Context: an optimization exercise on an open-source flow, tuned for small area. The choices shown serve that exercise and are no tape-out recipe. Only simulation tests tie the RTL to the original design; equivalence was not proved. The flow treats the clock pin as an ideal source. Dropping or thinning the clock tree relies on that and would not hold on a real chip. No activity file was given, so power comes from the tool's default toggle rates.

run R:
## top
module top(
    input clk,
    input rst,
    input [3:0] sw,
    input [3:0] btn,
    output led,
    output wire uart_tx_out
    );
    wire [3:0] deb;
    debounce deb_inst0 (.clk(clk), .rst(rst), .in(btn[0]), .out(deb[0]));
    debounce deb_inst1 (.clk(clk), .rst(rst), .in(btn[1]), .out(deb[1]));
    debounce deb_inst2 (.clk(clk), .rst(rst), .in(btn[2]), .out(deb[2]));
    debounce deb_inst3 (.clk(clk), .rst(rst), .in(btn[3]), .out(deb[3]));
    wire wave_val;
    square_wave square_wave_inst (.clk(clk), .rst(rst), .sw(sw), .deb(deb),
                                  .wave_val(wave_val));
    assign led = wave_val;
    uart_tx_out_mod uart_tx_out_mod_inst (.clk(clk), .rst(rst), .data(wave_val), .tx(uart_tx_out));
endmodule
export LEC_CHECK = 0
export CAP_MARGIN = 20
export CORE_MARGIN = 2
export CORE_UTILIZATION = 65
export PLACE_DENSITY = 0.8
export SLEW_MARGIN = 20
create_clock -name core_clock -period 10.0 [get_ports {clk}]
standard.sh (not shown) runs the stock make flow with config.mk's settings and CLKGATE_MAP_FILE= SYNTH_SCRIPT=/design/flow/synth_recipe.tcl, a recipe that flattens the netlist after the stock synthesis.
==> flow/flow/run.sh <==
#!/bin/bash
# Own layout flow:
#  1. the standard synthesis (the standard.sh synth);
#  2. its combinational cells re-mapped for area with Yosys/ABC (a few ABC
#     scripts in parallel, abc_*.abc, the smallest result kept), registers
#     untouched (same cells, same instance names);
#  3. the standard ORFS flow up to placement, input/output ports buffered
#     with the smallest buffer;
#  4. a one-level clock tree (clock_tree.tcl) in place of ORFS's CTS step:
#     a root buffer fed by the clock port, driving K leaf buffers, each
#     driving one cluster of register clock pins (the smallest K that keeps
#     the estimated clock-pin slew under SLEW_MAX);
#  5. the standard ORFS flow from global routing to the end.
# Each tool's output goes to a log file of its own in this folder.
set -euo pipefail
W=$PWD
F=$W/flow
PD=$FLOW_HOME/platforms/$FLOW_PLATFORM
R=$W/orfs/results/$FLOW_PLATFORM/top/base
LIB=$PD/lib/sky130_fd_sc_hd__tt_025C_1v80.lib
SLEW_MAX=0.108
LEAF_BUF=sky130_fd_sc_hd__clkbuf_8
ROOT_BUF=sky130_fd_sc_hd__clkbuf_8
PORT_BUF=sky130_fd_sc_hd__buf_1

# 1. standard synthesis
bash standard.sh synth > $W/log_1_synth.txt 2>&1
cp $R/1_2_yosys.v $W/std_1_2_yosys.v

# 2. re-map the combinational cells
yosys -q -l $W/log_2_models.txt -p "read_liberty -ignore_miss_func $LIB; write_verilog -noattr $W/models_all.v"
python3 $F/comb_models.py $W/models_all.v $W/models_comb.v > $W/log_2_models_py.txt 2>&1
for A in $F/abc_*.abc; do
  N=$(basename $A .abc)
  sed "s#@LIB@#$LIB#g; s#@MODELS@#$W/models_comb.v#g; s#@IN@#$W/std_1_2_yosys.v#g; s#@OUT@#$W/reopt_$N.v#g; s#@ABC@#$A#g" \
      $F/reopt.ys > $W/reopt_$N.ys
  yosys -l $W/reopt_$N.log -s $W/reopt_$N.ys > /dev/null 2>&1 &
done
wait
python3 $F/pick.py $W/reopt.v $W/reopt_abc_*.log > $W/log_2_pick.txt 2>&1
python3 $F/check_regs.py $W/std_1_2_yosys.v $W/reopt.v > $W/log_2_check_regs.txt 2>&1
cp $W/reopt.v $R/1_2_yosys.v
rm -f $R/1_synth.odb $R/1_synth.sdc

# 3. floorplan and placement
bash standard.sh "BUFFER_PORTS_ARGS=-buffer_cell $PORT_BUF" place > $W/log_3_place.txt 2>&1

for K in 4 5 6 7 8 9 10 11 12 14 16 20; do
  MYCTS_IN_ODB=$R/3_place.odb MYCTS_IN_SDC=$R/3_place.sdc \
  MYCTS_OUT_ODB=$W/cts_$K.odb MYCTS_OUT_SDC=$W/cts_$K.sdc \
  MYCTS_LIB=$LIB MYCTS_RC=$PD/setRC.tcl MYCTS_N=$K MYCTS_BUF=$LEAF_BUF MYCTS_ROOT=$ROOT_BUF \
      openroad -no_init -exit $F/clock_tree.tcl > $W/log_4_cts_$K.txt 2>&1
  S=$(awk '/^WORST_CLK_SLEW/ {print $2}' $W/log_4_cts_$K.txt)
  echo "$K leaf buffers: worst clock-pin slew $S ns" >> $W/log_4_cts_pick.txt
  if awk -v s="$S" -v m="$SLEW_MAX" 'BEGIN {exit !(s != "" && s < m)}'; then break; fi
done
cp $W/cts_$K.odb $R/4_1_cts.odb
cp $W/cts_$K.sdc $R/4_cts.sdc

# 5. routing and the rest
bash standard.sh "BUFFER_PORTS_ARGS=-buffer_cell $PORT_BUF" finish > $W/log_5_finish.txt 2>&1
Other scripts of this flow, unchanged in this note and not shown: flow/flow/abc_0.abc, flow/flow/abc_1.abc, flow/flow/abc_2.abc, flow/flow/abc_3.abc, flow/flow/check_regs.py, flow/flow/clock_tree.tcl, flow/flow/comb_models.py, flow/flow/pick.py, flow/flow/reopt.ys
For run C, these inputs were changed with respect to run R:
- a change of PLACE_DENSITY from 0.8 to 0.9
- a change of CORE_UTILIZATION from 65 to 75
==> comparison <==
Of run C and run R, it is run C that has the higher register share of the cell area. Summary — transition time at the pin with the least slew margin, run C relative to run R: higher, by 0.034 ns. Run C: no failed stages, no open violations at the end. Compare run R and run C | post-route worst hold slack lower: run R. Of run R and run C, the run reporting the lower instance area at placement was run C. Run R → run C: final instance area went down by about 1%; height of the die went down 6.8%.
No run of this note takes its clock network from TritonCTS; it comes from the design's own scripts or RTL.

---

Another version of the RTL of top (not shown whole).
Size in the first run: about 510 cells after synthesis, ~12 I/O pins, ~4600 µm² of cells after synthesis.
==> flow/config.mk <==
export PLATFORM = sky130hd
export DESIGN_NAME = top
export DESIGN_NICKNAME = top
export VERILOG_FILES = /design/flow/design.v
export SDC_FILE = /design/flow/constraint.sdc
export NUM_CORES = 4
export LEC_CHECK = 0
export CAP_MARGIN = 20
export CORE_MARGIN = 2
export CORE_UTILIZATION = 45
export PLACE_DENSITY = 0.6
export SLEW_MARGIN = 20
==> flow/constraint.sdc <==
create_clock -name core_clock -period 10.0 [get_ports {clk}]
set_input_delay 2.0000 -clock core_clock [delete_from_list [all_inputs] [get_ports {clk}]]
set_output_delay 2.0000 -clock core_clock [all_outputs]
set_load 0.01 [all_outputs]
==> flow/flow/run.sh <==
#!/bin/bash
# Own layout flow:
#  1. the standard synthesis (the standard.sh synth);
#  2. its combinational cells re-mapped for area with Yosys/ABC (a few ABC
#     scripts in parallel, abc_*.abc, the smallest result kept), registers
#     untouched (same cells, same instance names);
#  3. the standard ORFS flow up to placement, input/output ports buffered
#     with the smallest buffer;
#  4. a one-level clock tree (clock_tree.tcl) in place of ORFS's CTS step:
#     a root buffer fed by the clock port, driving K leaf buffers, each
#     driving one cluster of register clock pins (the smallest K that keeps
#     the estimated clock-pin slew under SLEW_MAX);
#  5. the standard ORFS flow from global routing to the end.
# Each tool's output goes to a log file of its own in this folder.
set -euo pipefail
W=$PWD
F=$W/flow
PD=$FLOW_HOME/platforms/$FLOW_PLATFORM
R=$W/orfs/results/$FLOW_PLATFORM/top/base
LIB=$PD/lib/sky130_fd_sc_hd__tt_025C_1v80.lib
SLEW_MAX=0.112
LEAF_BUF=sky130_fd_sc_hd__clkbuf_8
ROOT_BUF=sky130_fd_sc_hd__clkbuf_8
PORT_BUF=sky130_fd_sc_hd__buf_1

# 1. standard synthesis
bash standard.sh synth > $W/log_1_synth.txt 2>&1
cp $R/1_2_yosys.v $W/std_1_2_yosys.v

# 2. re-map the combinational cells
yosys -q -l $W/log_2_models.txt -p "read_liberty -ignore_miss_func $LIB; write_verilog -noattr $W/models_all.v"
python3 $F/comb_models.py $W/models_all.v $W/models_comb.v > $W/log_2_models_py.txt 2>&1
for A in $F/abc_*.abc; do
  N=$(basename $A .abc)
  sed "s#@LIB@#$LIB#g; s#@MODELS@#$W/models_comb.v#g; s#@IN@#$W/std_1_2_yosys.v#g; s#@OUT@#$W/reopt_$N.v#g; s#@ABC@#$A#g" \
      $F/reopt.ys > $W/reopt_$N.ys
  yosys -l $W/reopt_$N.log -s $W/reopt_$N.ys > /dev/null 2>&1 &
done
wait
python3 $F/pick.py $W/reopt.v $W/reopt_abc_*.log > $W/log_2_pick.txt 2>&1
python3 $F/check_regs.py $W/std_1_2_yosys.v $W/reopt.v > $W/log_2_check_regs.txt 2>&1
cp $W/reopt.v $R/1_2_yosys.v
rm -f $R/1_synth.odb $R/1_synth.sdc

# 3. floorplan and placement
bash standard.sh "BUFFER_PORTS_ARGS=-buffer_cell $PORT_BUF" place > $W/log_3_place.txt 2>&1

for K in 4 5 6 7 8 9 10 11 12 14 16 20; do
  MYCTS_IN_ODB=$R/3_place.odb MYCTS_IN_SDC=$R/3_place.sdc \
  MYCTS_OUT_ODB=$W/cts_$K.odb MYCTS_OUT_SDC=$W/cts_$K.sdc \
  MYCTS_LIB=$LIB MYCTS_RC=$PD/setRC.tcl MYCTS_N=$K MYCTS_BUF=$LEAF_BUF MYCTS_ROOT=$ROOT_BUF \
      openroad -no_init -exit $F/clock_tree.tcl > $W/log_4_cts_$K.txt 2>&1
  S=$(awk '/^WORST_CLK_SLEW/ {print $2}' $W/log_4_cts_$K.txt)
  echo "$K leaf buffers: worst clock-pin slew $S ns" >> $W/log_4_cts_pick.txt
  if awk -v s="$S" -v m="$SLEW_MAX" 'BEGIN {exit !(s != "" && s < m)}'; then break; fi
done
cp $W/cts_$K.odb $R/4_1_cts.odb
cp $W/cts_$K.sdc $R/4_cts.sdc

# 5. routing and the rest
bash standard.sh "BUFFER_PORTS_ARGS=-buffer_cell $PORT_BUF" finish > $W/log_5_finish.txt 2>&1
==> flow/flow/abc_0.abc <==
strash
&get -n
&dch -f
&nf -R 1000
&put
topo
==> flow/flow/abc_1.abc <==
strash
&get -n
&deepsyn -T 150 -S 1
&dch -f
&nf -R 1000
&put
topo
==> flow/flow/abc_2.abc <==
strash
&get -n
&deepsyn -T 150 -S 2
&dch -f
&nf -R 1000
&put
topo
==> flow/flow/abc_3.abc <==
strash
&get -n
&deepsyn -T 150 -S 3
&dch -f
&nf -R 1000
&put
topo
==> flow/flow/clock_tree.tcl <==
# A one-level clock tree: the clock port drives NCLUST clock buffers, each
# driving the register clock pins of one cluster (k-means on the pin positions).
# Inputs (env): MYCTS_IN_ODB MYCTS_IN_SDC MYCTS_OUT_ODB MYCTS_OUT_SDC MYCTS_LIB MYCTS_RC
# MYCTS_N (number of leaf buffers) MYCTS_BUF (leaf buffer) MYCTS_ROOT (root buffer, used when MYCTS_N > 4)
read_liberty $::env(MYCTS_LIB)
read_db $::env(MYCTS_IN_ODB)
read_sdc $::env(MYCTS_IN_SDC)
source $::env(MYCTS_RC)

set block [ord::get_db_block]
set db [ord::get_db]
set clkport [$block findBTerm clk]
set clknet [$clkport getNet]
set sinks {}
foreach it [$clknet getITerms] { lappend sinks $it }
puts "clock sinks: [llength $sinks]"

# pin positions
set pts {}
foreach it $sinks {
  set inst [$it getInst]
  set bb [$inst getBBox]
  lappend pts [list [expr {([$bb xMin] + [$bb xMax]) / 2.0}] [expr {([$bb yMin] + [$bb yMax]) / 2.0}]]
}
set K $::env(MYCTS_N)
set n [llength $pts]
# k-means, seeded by sorting along x then y
set order [lsort -real -index 0 $pts]
set cent {}
for {set k 0} {$k < $K} {incr k} {
  lappend cent [lindex $order [expr {int(($k + 0.5) * $n / $K)}]]
}
set cap [expr {int(ceil(double($n) / $K)) + 1}]
for {set iter 0} {$iter < 30} {incr iter} {
  # capacity-limited assignment: nearest centroid first, over all pin/centroid pairs
  set pairs {}
  for {set i 0} {$i < $n} {incr i} {
    set p [lindex $pts $i]
    for {set k 0} {$k < $K} {incr k} {
      set c [lindex $cent $k]
      lappend pairs [list [expr {abs([lindex $p 0] - [lindex $c 0]) + abs([lindex $p 1] - [lindex $c 1])}] $i $k]
    }
  }
  set pairs [lsort -real -index 0 $pairs]
  set assign [lrepeat $n -1]
  set sc [lrepeat $K 0]
  foreach pr $pairs {
    lassign $pr d i k
    if {[lindex $assign $i] >= 0} continue
    if {[lindex $sc $k] >= $cap} continue
    lset assign $i $k
    lset sc $k [expr {[lindex $sc $k] + 1}]
  }
  set sx [lrepeat $K 0.0]; set sy [lrepeat $K 0.0]
  for {set i 0} {$i < $n} {incr i} {
    set k [lindex $assign $i]; set p [lindex $pts $i]
    lset sx $k [expr {[lindex $sx $k] + [lindex $p 0]}]
    lset sy $k [expr {[lindex $sy $k] + [lindex $p 1]}]
  }
  set newc {}
  for {set k 0} {$k < $K} {incr k} {
    set c [lindex $sc $k]
    if {$c == 0} { lappend newc [lindex $cent $k] } else {
      lappend newc [list [expr {[lindex $sx $k] / $c}] [expr {[lindex $sy $k] / $c}]]
    }
  }
  set cent $newc
}
puts "cluster sizes: $sc"

set master [$db findMaster $::env(MYCTS_BUF)]
set drvnet $clknet
if {$K > 4} {
  set rmaster [$db findMaster $::env(MYCTS_ROOT)]
  set rinst [odb::dbInst_create $block $rmaster "clkbuf_root"]
  set rnet [odb::dbNet_create $block "clk_root"]
  $rnet setSigType CLOCK
  set mx 0.0; set my 0.0
  foreach c $cent { set mx [expr {$mx + [lindex $c 0] / $K}]; set my [expr {$my + [lindex $c 1] / $K}] }
  $rinst setLocation [expr {int($mx)}] [expr {int($my)}]
  $rinst setPlacementStatus PLACED
  [$rinst findITerm A] connect $clknet
  [$rinst findITerm X] connect $rnet
  set drvnet $rnet
}
for {set k 0} {$k < $K} {incr k} {
  set inst [odb::dbInst_create $block $master "clkbuf_leaf_$k"]
  set net [odb::dbNet_create $block "clk_leaf_$k"]
  $net setSigType CLOCK
  set c [lindex $cent $k]
  $inst setLocation [expr {int([lindex $c 0])}] [expr {int([lindex $c 1])}]
  $inst setPlacementStatus PLACED
  [$inst findITerm A] connect $drvnet
  [$inst findITerm X] connect $net
  set leafnet($k) $net
}
set i 0
foreach it $sinks {
  set k [lindex $assign $i]
  $it disconnect
  $it connect $leafnet($k)
  incr i
}
$clknet setSigType CLOCK

detailed_placement
check_placement -verbose
set_propagated_clock [all_clocks]
estimate_parasitics -placement
set worst 0
foreach pin [get_pins -hierarchical */CLK] {
  set s [get_property $pin slew_max]
  if {$s > $worst} {set worst $s}
}
puts "WORST_CLK_SLEW $worst"
report_clock_skew
report_worst_slack -max
report_worst_slack -min
write_db $::env(MYCTS_OUT_ODB)
write_sdc $::env(MYCTS_OUT_SDC)
==> flow/flow/pick.py <==
# Pick the smallest of the re-mapped netlists (cell area from each run's stat).
import re, sys, shutil
best = None
for log in sys.argv[2:]:
    m = re.findall(r'Chip area for module .\\top.: ([\d.]+)', open(log).read())
    if not m:
        print(log, 'no result'); continue
    a = float(m[-1]); print(log, a)
    if best is None or a < best[0]: best = (a, log)
print('picked', best[1])
shutil.copy(best[1][:-len('.log')] + '.v', sys.argv[1])
Other scripts of this flow, unchanged in this note and not shown: flow/flow/check_regs.py, flow/flow/comb_models.py, flow/flow/reopt.ys
==> next run, changes <==
--- a/flow/flow/run.sh
+++ b/flow/flow/run.sh
@@ -8,7 +8,6 @@
 #     with the smallest buffer;
 #  4. a one-level clock tree (clock_tree.tcl) in place of ORFS's CTS step:
-#     a root buffer fed by the clock port, driving K leaf buffers, each
-#     driving one cluster of register clock pins (the smallest K that keeps
-#     the estimated clock-pin slew under SLEW_MAX);
+#     a root buffer fed by the clock port, driving NCLUST leaf buffers, each
+#     driving one cluster of register clock pins;
 #  5. the standard ORFS flow from global routing to the end.
 # Each tool's output goes to a log file of its own in this folder.
@@ -19,5 +18,5 @@
 R=$W/orfs/results/$FLOW_PLATFORM/top/base
 LIB=$PD/lib/sky130_fd_sc_hd__tt_025C_1v80.lib
-SLEW_MAX=0.112
+NCLUST=8
 LEAF_BUF=sky130_fd_sc_hd__clkbuf_8
 ROOT_BUF=sky130_fd_sc_hd__clkbuf_8
@@ -46,15 +45,9 @@
 bash standard.sh "BUFFER_PORTS_ARGS=-buffer_cell $PORT_BUF" place > $W/log_3_place.txt 2>&1
 
-for K in 4 5 6 7 8 9 10 11 12 14 16 20; do
-  MYCTS_IN_ODB=$R/3_place.odb MYCTS_IN_SDC=$R/3_place.sdc \
-  MYCTS_OUT_ODB=$W/cts_$K.odb MYCTS_OUT_SDC=$W/cts_$K.sdc \
-  MYCTS_LIB=$LIB MYCTS_RC=$PD/setRC.tcl MYCTS_N=$K MYCTS_BUF=$LEAF_BUF MYCTS_ROOT=$ROOT_BUF \
-      openroad -no_init -exit $F/clock_tree.tcl > $W/log_4_cts_$K.txt 2>&1
-  S=$(awk '/^WORST_CLK_SLEW/ {print $2}' $W/log_4_cts_$K.txt)
-  echo "$K leaf buffers: worst clock-pin slew $S ns" >> $W/log_4_cts_pick.txt
-  if awk -v s="$S" -v m="$SLEW_MAX" 'BEGIN {exit !(s != "" && s < m)}'; then break; fi
-done
-cp $W/cts_$K.odb $R/4_1_cts.odb
-cp $W/cts_$K.sdc $R/4_cts.sdc
+# 4. clock tree
+MYCTS_IN_ODB=$R/3_place.odb MYCTS_IN_SDC=$R/3_place.sdc \
+MYCTS_OUT_ODB=$R/4_1_cts.odb MYCTS_OUT_SDC=$R/4_cts.sdc \
+MYCTS_LIB=$LIB MYCTS_RC=$PD/setRC.tcl MYCTS_N=$NCLUST MYCTS_BUF=$LEAF_BUF MYCTS_ROOT=$ROOT_BUF \
+    openroad -no_init -exit $F/clock_tree.tcl > $W/log_4_cts.txt 2>&1
 
 # 5. routing and the rest
Settings changed: CORE_UTILIZATION 45 to 65, PLACE_DENSITY 0.6 to 0.8.
The new run ran to the end with no violations.
Critical path depth stays the same.
Utilization increases by 23 points.
Via count hardly moves.
==> next run, changes <==
--- a/flow/flow/run.sh
+++ b/flow/flow/run.sh
@@ -2,6 +2,5 @@
 # Own layout flow:
 #  1. the standard synthesis (the standard.sh synth);
-#  2. its combinational cells re-mapped for area with Yosys/ABC (a few ABC
-#     scripts in parallel, abc_*.abc, the smallest result kept), registers
+#  2. its combinational cells re-mapped for area with Yosys/ABC, registers
 #     untouched (same cells, same instance names);
 #  3. the standard ORFS flow up to placement, input/output ports buffered
@@ -18,5 +17,5 @@
 R=$W/orfs/results/$FLOW_PLATFORM/top/base
 LIB=$PD/lib/sky130_fd_sc_hd__tt_025C_1v80.lib
-NCLUST=8
+NCLUST=10
 LEAF_BUF=sky130_fd_sc_hd__clkbuf_8
 ROOT_BUF=sky130_fd_sc_hd__clkbuf_8
@@ -30,12 +29,7 @@
 yosys -q -l $W/log_2_models.txt -p "read_liberty -ignore_miss_func $LIB; write_verilog -noattr $W/models_all.v"
 python3 $F/comb_models.py $W/models_all.v $W/models_comb.v > $W/log_2_models_py.txt 2>&1
-for A in $F/abc_*.abc; do
-  N=$(basename $A .abc)
-  sed "s#@LIB@#$LIB#g; s#@MODELS@#$W/models_comb.v#g; s#@IN@#$W/std_1_2_yosys.v#g; s#@OUT@#$W/reopt_$N.v#g; s#@ABC@#$A#g" \
-      $F/reopt.ys > $W/reopt_$N.ys
-  yosys -l $W/reopt_$N.log -s $W/reopt_$N.ys > /dev/null 2>&1 &
-done
-wait
-python3 $F/pick.py $W/reopt.v $W/reopt_abc_*.log > $W/log_2_pick.txt 2>&1
+sed "s#@LIB@#$LIB#g; s#@MODELS@#$W/models_comb.v#g; s#@IN@#$W/std_1_2_yosys.v#g; s#@OUT@#$W/reopt.v#g; s#@ABC@#$F/area.abc#g" \
+    $F/reopt.ys > $W/reopt_run.ys
+yosys -l $W/log_2_reopt.txt -s $W/reopt_run.ys > /dev/null 2>&1
 python3 $F/check_regs.py $W/std_1_2_yosys.v $W/reopt.v > $W/log_2_check_regs.txt 2>&1
 cp $W/reopt.v $R/1_2_yosys.v
==> flow/flow/area.abc (new file) <==
strash
&get -n
&dch -f
&nf -R 1000
&put
topo
Settings changed: CORE_UTILIZATION 65 to 45, PLACE_DENSITY 0.8 to 0.6.
removed: flow/flow/abc_0.abc
removed: flow/flow/abc_1.abc
removed: flow/flow/abc_2.abc
removed: flow/flow/abc_3.abc
removed: flow/flow/pick.py
Result: The new run produced a clean layout. Die area rose by about 50%. Via count rose by about 7%. Utilization fell by 22 points. Final area rose by 5.4%. Power rose by 4.8%.
==> next run, changes <==
--- a/flow/flow/run.sh
+++ b/flow/flow/run.sh
@@ -2,5 +2,6 @@
 # Own layout flow:
 #  1. the standard synthesis (the standard.sh synth);
-#  2. its combinational cells re-mapped for area with Yosys/ABC, registers
+#  2. its combinational cells re-mapped for area with Yosys/ABC (a few ABC
+#     scripts in parallel, abc_*.abc, the smallest result kept), registers
 #     untouched (same cells, same instance names);
 #  3. the standard ORFS flow up to placement, input/output ports buffered
@@ -29,7 +30,12 @@
 yosys -q -l $W/log_2_models.txt -p "read_liberty -ignore_miss_func $LIB; write_verilog -noattr $W/models_all.v"
 python3 $F/comb_models.py $W/models_all.v $W/models_comb.v > $W/log_2_models_py.txt 2>&1
-sed "s#@LIB@#$LIB#g; s#@MODELS@#$W/models_comb.v#g; s#@IN@#$W/std_1_2_yosys.v#g; s#@OUT@#$W/reopt.v#g; s#@ABC@#$F/area.abc#g" \
-    $F/reopt.ys > $W/reopt_run.ys
-yosys -l $W/log_2_reopt.txt -s $W/reopt_run.ys > /dev/null 2>&1
+for A in $F/abc_*.abc; do
+  N=$(basename $A .abc)
+  sed "s#@LIB@#$LIB#g; s#@MODELS@#$W/models_comb.v#g; s#@IN@#$W/std_1_2_yosys.v#g; s#@OUT@#$W/reopt_$N.v#g; s#@ABC@#$A#g" \
+      $F/reopt.ys > $W/reopt_$N.ys
+  yosys -l $W/reopt_$N.log -s $W/reopt_$N.ys > /dev/null 2>&1 &
+done
+wait
+python3 $F/pick.py $W/reopt.v $W/reopt_abc_*.log > $W/log_2_pick.txt 2>&1
 python3 $F/check_regs.py $W/std_1_2_yosys.v $W/reopt.v > $W/log_2_check_regs.txt 2>&1
 cp $W/reopt.v $R/1_2_yosys.v
==> flow/flow/abc_0.abc (new file) <==
strash
&get -n
&dch -f
&nf -R 1000
&put
topo
==> flow/flow/abc_1.abc (new file) <==
strash
&get -n
&deepsyn -T 150 -S 1
&dch -f
&nf -R 1000
&put
topo
==> flow/flow/abc_2.abc (new file) <==
strash
&get -n
&deepsyn -T 150 -S 2
&dch -f
&nf -R 1000
&put
topo
==> flow/flow/abc_3.abc (new file) <==
strash
&get -n
&deepsyn -T 150 -S 3
&dch -f
&nf -R 1000
&put
topo
==> flow/flow/pick.py (new file) <==
# Pick the smallest of the re-mapped netlists (cell area from each run's stat).
import re, sys, shutil
best = None
for log in sys.argv[2:]:
    m = re.findall(r'Chip area for module .\\top.: ([\d.]+)', open(log).read())
    if not m:
        print(log, 'no result'); continue
    a = float(m[-1]); print(log, a)
    if best is None or a < best[0]: best = (a, log)
print('picked', best[1])
shutil.copy(best[1][:-len('.log')] + '.v', sys.argv[1])
removed: flow/flow/area.abc
What happened: Setup slack gets worse by 0.62 ns. Global-route usage shrinks by 0.69 points. Wire length goes down by 6.6%. Utilization shrinks by 0.97 points. Design area drops by 3.7%. Synthesized area shrinks by 4.1%. Cell count decreases by 4.3%. Via count shrinks by 6.3%.
No run of this note takes its clock network from TritonCTS; it comes from the design's own scripts or RTL.

==> re-timing with driven ports <==
How much do the figures lean on ideal ports? The routed layouts below were timed once more, with nothing changed but the port constraints.
Step 1: set_driving_cell puts a clkbuf_16 on clk and a buf_2 on each other input, an assumption about the parent block.
Step 2 moves the port delays by t, midway between the first and last clock arrival at a register: inputs arrive t later, outputs are due t later. That takes back most of the time a late clock gives input paths.
a / b / c = ideal ports / drivers / drivers and shift; a / b = the first two.
run | t, ns | setup WS [ns] | hold slack, ns | worst register clock-pin slew, ns
run R | 0.395 | 4.150 / 4.144 / 3.749 | 0.381 / 0.381 / 0.381 | 0.10 / 0.10
run C | 0.398 | 4.033 / 4.034 / 3.636 | 0.390 / 0.390 / 0.390 | 0.10 / 0.10
the first run of note 2 | 0.414 | 4.890 / 4.895 / 4.481 | 0.385 / 0.385 / 0.385 | 0.10 / 0.10
the second run of note 2 | 0.406 | 4.984 / 4.985 / 4.578 | 0.386 / 0.386 / 0.386 | 0.11 / 0.11
the third run of note 2 | 0.417 | 5.488 / 5.491 / 5.074 | 0.365 / 0.365 / 0.365 | 0.09 / 0.09
the fourth run of note 2 | 0.420 | 4.871 / 4.876 / 4.456 | 0.380 / 0.380 / 0.380 | 0.09 / 0.09
After both steps every run listed still meets setup and hold. For the fourth run of note 2, which loses most, drivers alone change the setup slack by +0.005 ns; drivers and shift together by -0.415 ns.
